Context: an optimization exercise on an open-source flow, tuned for a short achievable clock period and few clock cycles. The choices shown serve that exercise and are no tape-out recipe. In this exercise RTL edits were held to simulation tests only and were not proved equivalent to the original. No activity file was given, so power comes from the tool's default toggle rates.

==> design.v <==
module mux #(parameter N = 32)(
    input  wire [N-1:0] a,
    input  wire [N-1:0] b,
    input  wire sel,
    output reg  [N-1:0] y
);
    always @(*) begin
        y = sel ? b : a;
    end
endmodule
module Extender(
    input  [23:0] Instr,
    input  [1:0]  ImmSrc,
    output reg [31:0] ExtImm
);
    always @(*) begin
        case (ImmSrc)
            2'b00: ExtImm = {24'b0, Instr[7:0]};
            2'b01: ExtImm = {20'b0, Instr[11:0]};
            2'b10: ExtImm = {{6{Instr[23]}}, Instr, 2'b00};
            default: ExtImm = 32'b0;
        endcase
    end
endmodule
module alu (
    input  [31:0] A,   
    input  [31:0] B,    
    input  [1:0]  ALUControl,
    output reg  [31:0] Result,
    output reg         N,     
    output reg         Z,     
    output reg         C,     
    output reg         V      
);
     reg [32:0] temp;
  always @(*) begin
   temp = 33'd0;
   case( ALUControl)
    2'b00: begin
     temp = {1'b0, A} + {1'b0, B};
     Result = A+B;
    end
    2'b01: begin
     temp = {1'b0, A} - {1'b0, B};
     Result = A-B;
    end
    2'b10: begin
     Result = A & B;
    end
    2'b11: begin
     Result = A | B;
    end
   endcase
    C = ~ALUControl[1] & temp[32];
    V =  ~(A[31]^B[31]^ALUControl[0]) & (A[31]^Result[31])&~ALUControl[1];
    N =  Result[31];
    Z = (Result==0);
  end
endmodule
module Register_file(
    input         clk,
    input         WE3,           
    input  [3:0]  A1,            
    input  [3:0]  A2,            
    input  [3:0]  A3,            
    input  [31:0] R15,           
    input  [31:0] WD3,           
    output [31:0] RD1,           
    output [31:0] RD2            
);
    reg [31:0] rf[0:15];
    integer i;
    assign RD1 = (A1 == 4'd15) ? R15 : rf[A1];
    assign RD2 = (A2 == 4'd15) ? R15 : rf[A2];
    always @(posedge clk) begin
        if (WE3 && (A3 != 4'd15)) begin
            rf[A3] <= WD3;
        end
    end
endmodule
module Datapath(
    input         clk,
    input         reset,
    input         PCSrc,
    input         MemtoReg,
    input         MemWrite,
    input         ALUSrc,
    input  [1:0]  ALUControl,
    input  [1:0]  ImmSrc,
    input         RegWrite,
    input  [1:0]  RegSrc,
    input  [31:0] Instr,
    input  [31:0] ReadData,
    output [31:0] PC,
    output [31:0] ALUResult,
    output [31:0] WriteData,
    output [31:0] SrcA,
    output [31:0] SrcB,
    output [31:0] ExtImm,
    output [31:0] RD1,
    output [31:0] RD2,
    output        N,
    output        Z,
    output        C,
    output        V
);
    wire [31:0] PCNext, PCPlus4, PCPlus8;
    wire [31:0] Result;
    wire [31:0] RD;
    wire [3:0] RA1, RA2;
    reg [31:0] PCReg;
    assign PC = PCReg;
    always @(posedge clk or posedge reset) begin
        if(reset) PCReg<=0;
        else PCReg <= PCNext;
    end
    assign PCPlus4 = PC + 32'd4;
    assign PCPlus8 = PC + 32'd8;
    assign RD = Instr;
    mux #(.N(4)) muxA (
        .a(RD[19:16]),
        .b(4'b1111),
        .sel(RegSrc[0]),
        .y(RA1)
    );
    mux #(.N(4)) muxB (
        .a(RD[3:0]),
        .b(RD[15:12]),
        .sel(RegSrc[1]),
        .y(RA2)
    );
    Register_file rf (
        .clk(clk),
        .WE3(RegWrite),
        .A1(RA1),
        .A2(RA2),
        .A3(RD[15:12]),
        .R15(PCPlus8),
        .WD3(Result),
        .RD1(RD1),
        .RD2(RD2)
    );
    assign SrcA = RD1;
    assign WriteData = RD2;
    Extender ext (
        .Instr(RD[23:0]),
        .ImmSrc(ImmSrc),
        .ExtImm(ExtImm)
    );
    mux #(.N(32)) muxSrcB (
        .a(RD2),
        .b(ExtImm),
        .sel(ALUSrc),
        .y(SrcB)
    );
    alu ALU_inst (
        .A(SrcA),
        .B(SrcB),
        .ALUControl(ALUControl),
        .Result(ALUResult),
        .N(N),
        .Z(Z),
        .C(C),
        .V(V)
    );
    mux #(.N(32)) muxResult (
        .a(ALUResult),
        .b(ReadData),
        .sel(MemtoReg),
        .y(Result)
    );
    mux #(.N(32)) muxPC (
        .a(PCPlus4),
        .b(Result),
        .sel(PCSrc),
        .y(PCNext)
    );
endmodule
module Condition_Check(
  input  [3:0] Cond,
  input        N, Z, C, V,
  output reg   CondEx
);
  always @(*) begin
    case(Cond)
      4'b0000: CondEx = Z;                     
      4'b0001: CondEx = ~Z;                    
      4'b0010: CondEx = C;                     
      4'b0011: CondEx = ~C;                    
      4'b0100: CondEx = N;                     
      4'b0101: CondEx = ~N;                    
      4'b0110: CondEx = V;                     
      4'b0111: CondEx = ~V;                    
      4'b1000: CondEx = C & ~Z;                
      4'b1001: CondEx = (~C) | Z;              
      4'b1010: CondEx = ~(N ^ V);              
      4'b1011: CondEx =  (N ^ V);              
      4'b1100: CondEx = (~Z) & ~(N ^ V);       
      4'b1101: CondEx = Z | (N ^ V);           
      4'b1110: CondEx = 1'b1;                  
      default: CondEx = 1'bx;
    endcase
  end
endmodule
module Decoder (
    input  [1:0] Op,
    input  [5:0] Funct,
    input  [3:0] Rd,
    output [1:0] FlagW,
    output       PCS,
    output       RegW,
    output       MemW,
    output       MemtoReg,
    output       ALUSrc,
    output [1:0] ImmSrc,
    output [1:0] RegSrc,
    output [1:0] ALUControl
);
    reg  [9:0] controls;
    reg  [1:0] FlagW_r;
    reg  [1:0] ALUControl_r;
    wire Branch;
    wire ALUOp;
    assign FlagW      = FlagW_r;
    assign ALUControl = ALUControl_r;
    always @(*) begin
        case (Op)
            2'b00: begin
                if (Funct[5])        
                    controls = 10'b0000101001;
                else                 
                    controls = 10'b0000001001;
            end
            2'b01: begin
                if (Funct[0])        
                    controls = 10'b0001111000;
                else                 
                    controls = 10'b1001110100;
            end
            2'b10: begin
                controls = 10'b0110100010;
            end
            default: begin
                controls = 10'b0000000000;
            end
        endcase
    end
    assign { RegSrc,
             ImmSrc,
             ALUSrc,
             MemtoReg,
             RegW,
             MemW,
             Branch,
             ALUOp } = controls;
    always @(*) begin
        if (ALUOp) begin
            case (Funct[4:1])
                4'b0100: ALUControl_r = 2'b00;  
                4'b0010: ALUControl_r = 2'b01;  
                4'b0000: ALUControl_r = 2'b10;  
                4'b1100: ALUControl_r = 2'b11;  
                default: ALUControl_r = 2'b00;
            endcase
            FlagW_r[1] = Funct[0];
            FlagW_r[0] = Funct[0] &
                        ((ALUControl_r == 2'b00) |
                         (ALUControl_r == 2'b01));
        end
        else begin
            ALUControl_r = 2'b00;
            FlagW_r      = 2'b00;
        end
    end
    assign PCS = ((Rd == 4'b1111) & RegW) | Branch;
endmodule
module Control_Unit(
   input clk,
   input reset,
   input [3:0]Rd,
   input  [1:0] Op,
   input  [5:0] Funct,
   input  [3:0] Cond,
   input  N, Z, C, V,
   output         PCSrc,
   output         MemtoReg,
   output         MemWrite,
   output  [1:0]  ALUControl,
   output  [1:0]  ImmSrc,
   output         RegWrite,
   output         ALUSrc,
   output  [1:0]  RegSrc
    );
    wire PCS;
    wire RegW;
    wire MemW;
    wire CondEx;
    wire [1:0] FlagW;
    wire [1:0] FlagWrite;
    reg N_reg, Z_reg, C_reg, V_reg;
    assign FlagWrite = FlagW & {CondEx, CondEx};
   assign PCSrc = PCS & CondEx;
   assign RegWrite = RegW & CondEx;
   assign MemWrite = MemW & CondEx;
    always @(posedge clk or posedge reset) begin
    if (reset) begin
        N_reg <= 1'b0;
        Z_reg <= 1'b0;
        C_reg <= 1'b0;
        V_reg <= 1'b0;
    end else begin
        if (FlagWrite[1]) begin
            N_reg <= N;
            Z_reg <= Z;
        end
        if (FlagWrite[0]) begin
            C_reg <= C;
            V_reg <= V;
        end
    end
end
    Decoder decoder(
        .Rd(Rd),
        .Op(Op),
        .Funct(Funct),
        .PCS(PCS),
        .RegW(RegW),
        .MemW(MemW),
        .MemtoReg(MemtoReg),
        .ALUSrc(ALUSrc),
        .ImmSrc(ImmSrc),
        .RegSrc(RegSrc),
        .ALUControl(ALUControl),
        .FlagW(FlagW)
    );
    Condition_Check cond_check(
        .Cond(Cond),
        .N(N_reg), .Z(Z_reg), .C(C_reg), .V(V_reg),
        .CondEx(CondEx)
    );
endmodule
module top (
    input         clk,
    input         reset,
    output [31:0] PC,
    input  [31:0] Instr,
    output        MemWrite,
    output [31:0] DataAdr,
    output [31:0] WriteData,
    input  [31:0] ReadData
);
    wire        PCSrc;
    wire        MemtoReg;
    wire [1:0]  ALUControl;
    wire [1:0]  ImmSrc;
    wire        RegWrite;
    wire        ALUSrc;
    wire [1:0]  RegSrc;
    wire [31:0] ALUResult;
    wire [31:0] SrcA, SrcB, ExtImm;
    wire [31:0] RD1, RD2;
    wire N, Z, C, V;
    assign DataAdr = ALUResult;
    wire [3:0]  Cond;
    wire [1:0]  Op;
    wire [5:0]  Funct;
    wire [3:0]  Rd;
    Datapath datapath_inst (
        .clk(clk),
        .reset(reset),
        .PCSrc(PCSrc),
        .MemtoReg(MemtoReg),
        .MemWrite(MemWrite),
        .ALUSrc(ALUSrc),
        .ALUControl(ALUControl),
        .ImmSrc(ImmSrc),
        .RegWrite(RegWrite),
        .RegSrc(RegSrc),
        .Instr(Instr),
        .N(N), .Z(Z), .C(C), .V(V),
        .PC(PC),
        .ALUResult(ALUResult),
        .WriteData(WriteData),
        .ReadData(ReadData),
        .SrcA(SrcA),
        .SrcB(SrcB),
        .ExtImm(ExtImm),
        .RD1(RD1),
        .RD2(RD2)
    );
    assign Cond  = Instr[31:28];
    assign Op    = Instr[27:26];
    assign Funct = { Instr[25], Instr[24:21], Instr[20] };  
    assign Rd    = Instr[15:12];
    Control_Unit control_inst (
        .clk(clk),
        .reset(reset),
        .Rd(Rd),
        .Op(Op),
        .Funct(Funct),
        .Cond(Cond),
        .N(N), .Z(Z), .C(C), .V(V),
        .PCSrc(PCSrc),
        .MemtoReg(MemtoReg),
        .MemWrite(MemWrite),
        .ALUControl(ALUControl),
        .ImmSrc(ImmSrc),
        .RegWrite(RegWrite),
        .ALUSrc(ALUSrc),
        .RegSrc(RegSrc)
    );
endmodule
==> run.sh <==
#!/bin/bash
# synth_recipe.tcl (not shown) runs the flow's synth.tcl, then flattens the netlist and writes it again
# the make line also repeats each setting of config.mk as NAME=value (left out here)
make -C /OpenROAD-flow-scripts/flow DESIGN_CONFIG=/design/flow/config.mk WORK_HOME=/design/flow/orfs CLKGATE_MAP_FILE= SYNTH_SCRIPT=/design/flow/synth_recipe.tcl finish
==> config.mk <==
export PLATFORM = sky130hd
export DESIGN_NAME = top
export DESIGN_NICKNAME = top
export VERILOG_FILES = /design/flow/design.v
export SDC_FILE = /design/flow/constraint.sdc
export NUM_CORES = 4
export LEC_CHECK = 0
export CAP_MARGIN = 20
export CORE_MARGIN = 2
export CORE_UTILIZATION = 40
export PLACE_DENSITY = 0.6
export SETUP_SLACK_MARGIN = 5
export SLEW_MARGIN = 20
==> constraint.sdc <==
create_clock -name core_clock -period 11.0 [get_ports {clk}]
set_input_delay 2.2000 -clock core_clock [delete_from_list [all_inputs] [get_ports {clk}]]
set_output_delay 2.2000 -clock core_clock [all_outputs]
set_load 0.01 [all_outputs]
==> results.txt <==
Worst Hold Path Cells=2; Comb pwr share=0.489; critical path required time=8.80 ns; row count=107; htree depth=2; Yosys top cell by area=edfxtp_1; flops & latches, synth=541; hold path startpoint=control_inst.Z_reg; Seq pwr share=0.301; initial antenna violation count=7; final wirelength=176800 um; clock-pin slew of the registers on the worst-case setup and hold paths=0.06 ns; average wire per standard cell=35.52 um; most numerous cell in the Yosys netlist=edfxtp_1; top-area cell type share of the netlist area=0.4436; Largest regs=datapath_inst.rf.rf: 505 flops, datapath_inst.PCReg: 32 flops; most flop-heavy register=datapath_inst.rf.rf; post-layout min period=10.33 ns; Final Hold Fails=0; Buf+Inv Stages, Crit Path=13; Slew headroom=0.2825; post-route ant nets=0; IO Count=163; prevailing post-synth register cell=edfxtp_1; Avg Inst Size Synth=10.96 um2; # DRC=0; RSZ-0062 raised after global routing=true; clock root buffer=clkbuf_16; final setup vio count=0; Post-DP HPWL=120900 um; Top delay family on crit path=compound AO/OA/AOI/OAI gates; largest net degree at the start of global routing=51; GRT Overall Usage=0.3823; register area share after synthesis=0.4700; RR Startpoint=datapath_inst.PCReg[5]; Buffers on Ports=162; max-cap check violation count=0; net switching power=3.792 mW; 1st-pass router iterations=8; total core area=84880 um2; Vias=33410; maximum buffer depth of the clock tree=3; worst r2r path cells=30; Max stage delay on crit path=0.44 ns; power share of the clock group=0.211; crit-path max FO=12; HP Class=register to register; setup tns final=0 ns; top cells by area, synth=edfxtp_1 44%, mux2i_1 7.8%, mux4_2 4.8%; Reg2Reg Capture Point=control_inst.Z_reg; Fin Clk Skew=0.05621 ns; top cells by count, synth=505 x edfxtp_1, 327 x nand2_1, 266 x mux2i_1; net count of the finished layout=3893; Syn. warnings=9; CTS sink count=541; Largest register FFs=505; Static Leak=17.67 nW; Max Slew Vio Count=0; Worst Hold Path EP=control_inst.Z_reg; Area Growth Syn to Fin=37.72%; Internal Pwr Total=6.125 mW; run status=finished clean; worst vdd ir=0.1818 mV; worst-margin pin slew=1.076 ns; Die ar.=87810 um2; first-pass GRT wire length=236800 um; slowest CP cell=o211ai_1; asr flop ratio synth=0.06654; sw frac=0.3824; vias in the first global route=31750; Final period util=0.9386; Starting Density=0.4027; DR iter-0 viols=4707; post-layout util=0.5547; # hold bufs at CTS=0; CTS Buf Count=60; Die Wd=296.3 um; TritonCTS clock tree=done; GP Congestion=1.007; Netlist cell types=98; synthesized instance count=3120; clock insertion delay at the later pin of the skew report=0.68 ns; Worst EP arrival=8.13 ns; die height=296.3 um; Post-synth EDFFs=505; mapped cell area=34180 um2; PwrDens=210.6 nW/um2; via/cell ratio=6.714; FMAX=96.85 MHz; CP Capture Type=output pin; ratio of cells with drive above 1 in the final layout=0.3502; r2r setup slk=3.25 ns; WS Path Type=primary input to output pin; Worst setup SP type=primary input; Remaining Overflow, GRT=0
==> logic make-up (layout without fill, tap and decap cells) <==
| family | count (synthesis) | after routing | share of synthesized area |
|---|---|---|---|
| AO/OA/AOI/OAI | 830 | 830 | 0.1679 |
| XOR/XNOR | 119 | 119 | 0.03049 |
| adder cells (fa/ha/maj) | 59 | 59 | 0.02090 |
| buffers and inverters | 310 | 981 | 0.03990 |
| flip-flops | 541 | 541 | 0.4700 |
| multiplexers | 430 | 443 | 0.1560 |
| other | 1 | 28 | 0.0001097 |
| AND/OR/NAND/NOR | 830 | 831 | 0.1148 |
==> worst max-delay path by stage <==
stage / endpoint / startpoint / slack [ns] / cells after the start
detailed placement: DataAdr[29] / Instr[26] / -0.61 / 29
global placement: DataAdr[29] / Instr[27] / -0.59 / 30
finish: DataAdr[29] / Instr[27] / 0.67 / 33
floorplan: DataAdr[31] / Instr[26] / 1.34 / 29
global route: DataAdr[29] / Instr[0] / 0.53 / 31
CTS: DataAdr[30] / Instr[27] / 0.84 / 31
==> cell type report <==
cell class / instances / area, um2
Sequential cell: 541 / 16070
Clock inverter: 31 / 402.9
Clock buffer: 79 / 1593
Fill cell: 7237 / 37800
Timing Repair Buffer: 818 / 7780
Antenna cell: 3 / 7.507
Inverter: 53 / 206.4
Multi-Input combinational cell: 2307 / 19590
Tap cell: 1144 / 1431
==> cell usage in the layout (no fill, tap or decap), types with 25 or more instances in the layout <==
cell / n
nor3_1: 37
mux2_2: 52
edfxtp_1: 505
clkdlybuf4s50_1: 84
nand2_1: 314
mux2_4: 52
xnor2_1: 59
inv_1: 42
buf_6: 110
o211ai_1: 30
nor2_1: 129
o221ai_1: 35
ha_1: 37
a21oi_1: 110
mux2i_1: 252
nand3_1: 76
buf_4: 494
o21ai_0: 94
nor2b_1: 33
clkbuf_16: 64
a221oi_1: 34
o22ai_1: 50
a31oi_1: 63
buf_12: 69
dfrtp_1: 36
a211oi_1: 34
nand4_1: 25
conb_1: 25
mux4_2: 73
xor2_1: 44
==> stage by stage <==
step / instance area, um2 / setup slack [ns] / total power [mW] / cells / hold slack, ns
final: 47080 / 0.6749 / 9.916 / 4976 / 0.5818
after global placement: 40850 / -0.5872 / 6.545 / 4656 / 0.5392
after detailed placement: 40850 / -0.6101 / 6.571 / 4656 / 0.5498
after global routing: 47070 / 0.5312 / 10.15 / 4974 / 0.6108
after floorplan: 35170 / 1.339 / 4.677 / 3144 / 0.4986
after CTS: 44680 / 0.8377 / 8.946 / 4866 / 0.5644
==> power by group through the flow <==
| stage | combinational, mW | sequential, mW | clock [mW] |
|---|---|---|---|
| finish | 4.84 | 2.98 | 2.09 |
| global route | 5.00 | 2.99 | 2.17 |
| CTS | 3.88 | 2.98 | 2.09 |
| detailed placement | 3.55 | 3.02 | 0 |
| global placement | 3.53 | 3.02 | 0 |
| floorplan | 1.75 | 2.93 | 0 |
==> worst register-to-register path, delay by kind of cell, from the launching register on <==
kind,cells,cell delay [ns]
AND/OR/NAND/NOR,11,3.32
AO/OA/AOI/OAI,7,1.47
buffers and inverters,7,1.01
flip-flops,1,0.71
XOR/XNOR,3,0.59
adder cells (fa/ha/maj),1,0.32
multiplexers,1,0.26
==> per-layer routing <==
| metal | vias up | routed length [um] | track usage |
|---|---|---|---|
| met2 | 2682 | 76260 | 0.5864 |
| met5 | - | 72 | 0 |
| met4 | 10 | 10910 | 0.1962 |
| li1 | 13520 | - | - |
| met3 | 610 | 24400 | 0.1068 |
| met1 | 16590 | 65130 | 0.4941 |
==> what timing repair did <==
| action | in CTS | in global routing |
|---|---|---|
| endpoints found under the setup margin | 590 | 589 |
| cloned | 3 | 17 |
| buffers inserted | 97 | 90 |
| resized for setup | 359 | 335 |
| pin swaps | 125 | 129 |
Testbench counts, summed over its fixed seeds: cycles 38,859.

-- separate check: timing with driven ports --
In the flow no input, the clock included, has a driving cell. The finished layout below was timed again as built, in two steps. Step 1: set_driving_cell puts a clkbuf_16 on clk and a buf_2 on each other input, an assumption about the parent block. Step 2 times the ports against the registers' clock, not the clock port: input delays grow and output delays shrink by t, the midpoint of the rising clock arrivals with the driver on. Three values: ideal ports, drivers, drivers and shift; two values: the first two.
t, ns: 0.721
slack for setup (ns): 0.675 / 0.630 / 0.630
hold WS [ns]: 0.582 / 0.582 / 0.582
slew at the worst register clock pin (ns): 0.07 / 0.07
After both steps this run still meets setup and hold. The setup slack of this run moves by -0.045 ns with the drivers and by -0.045 ns with both steps.
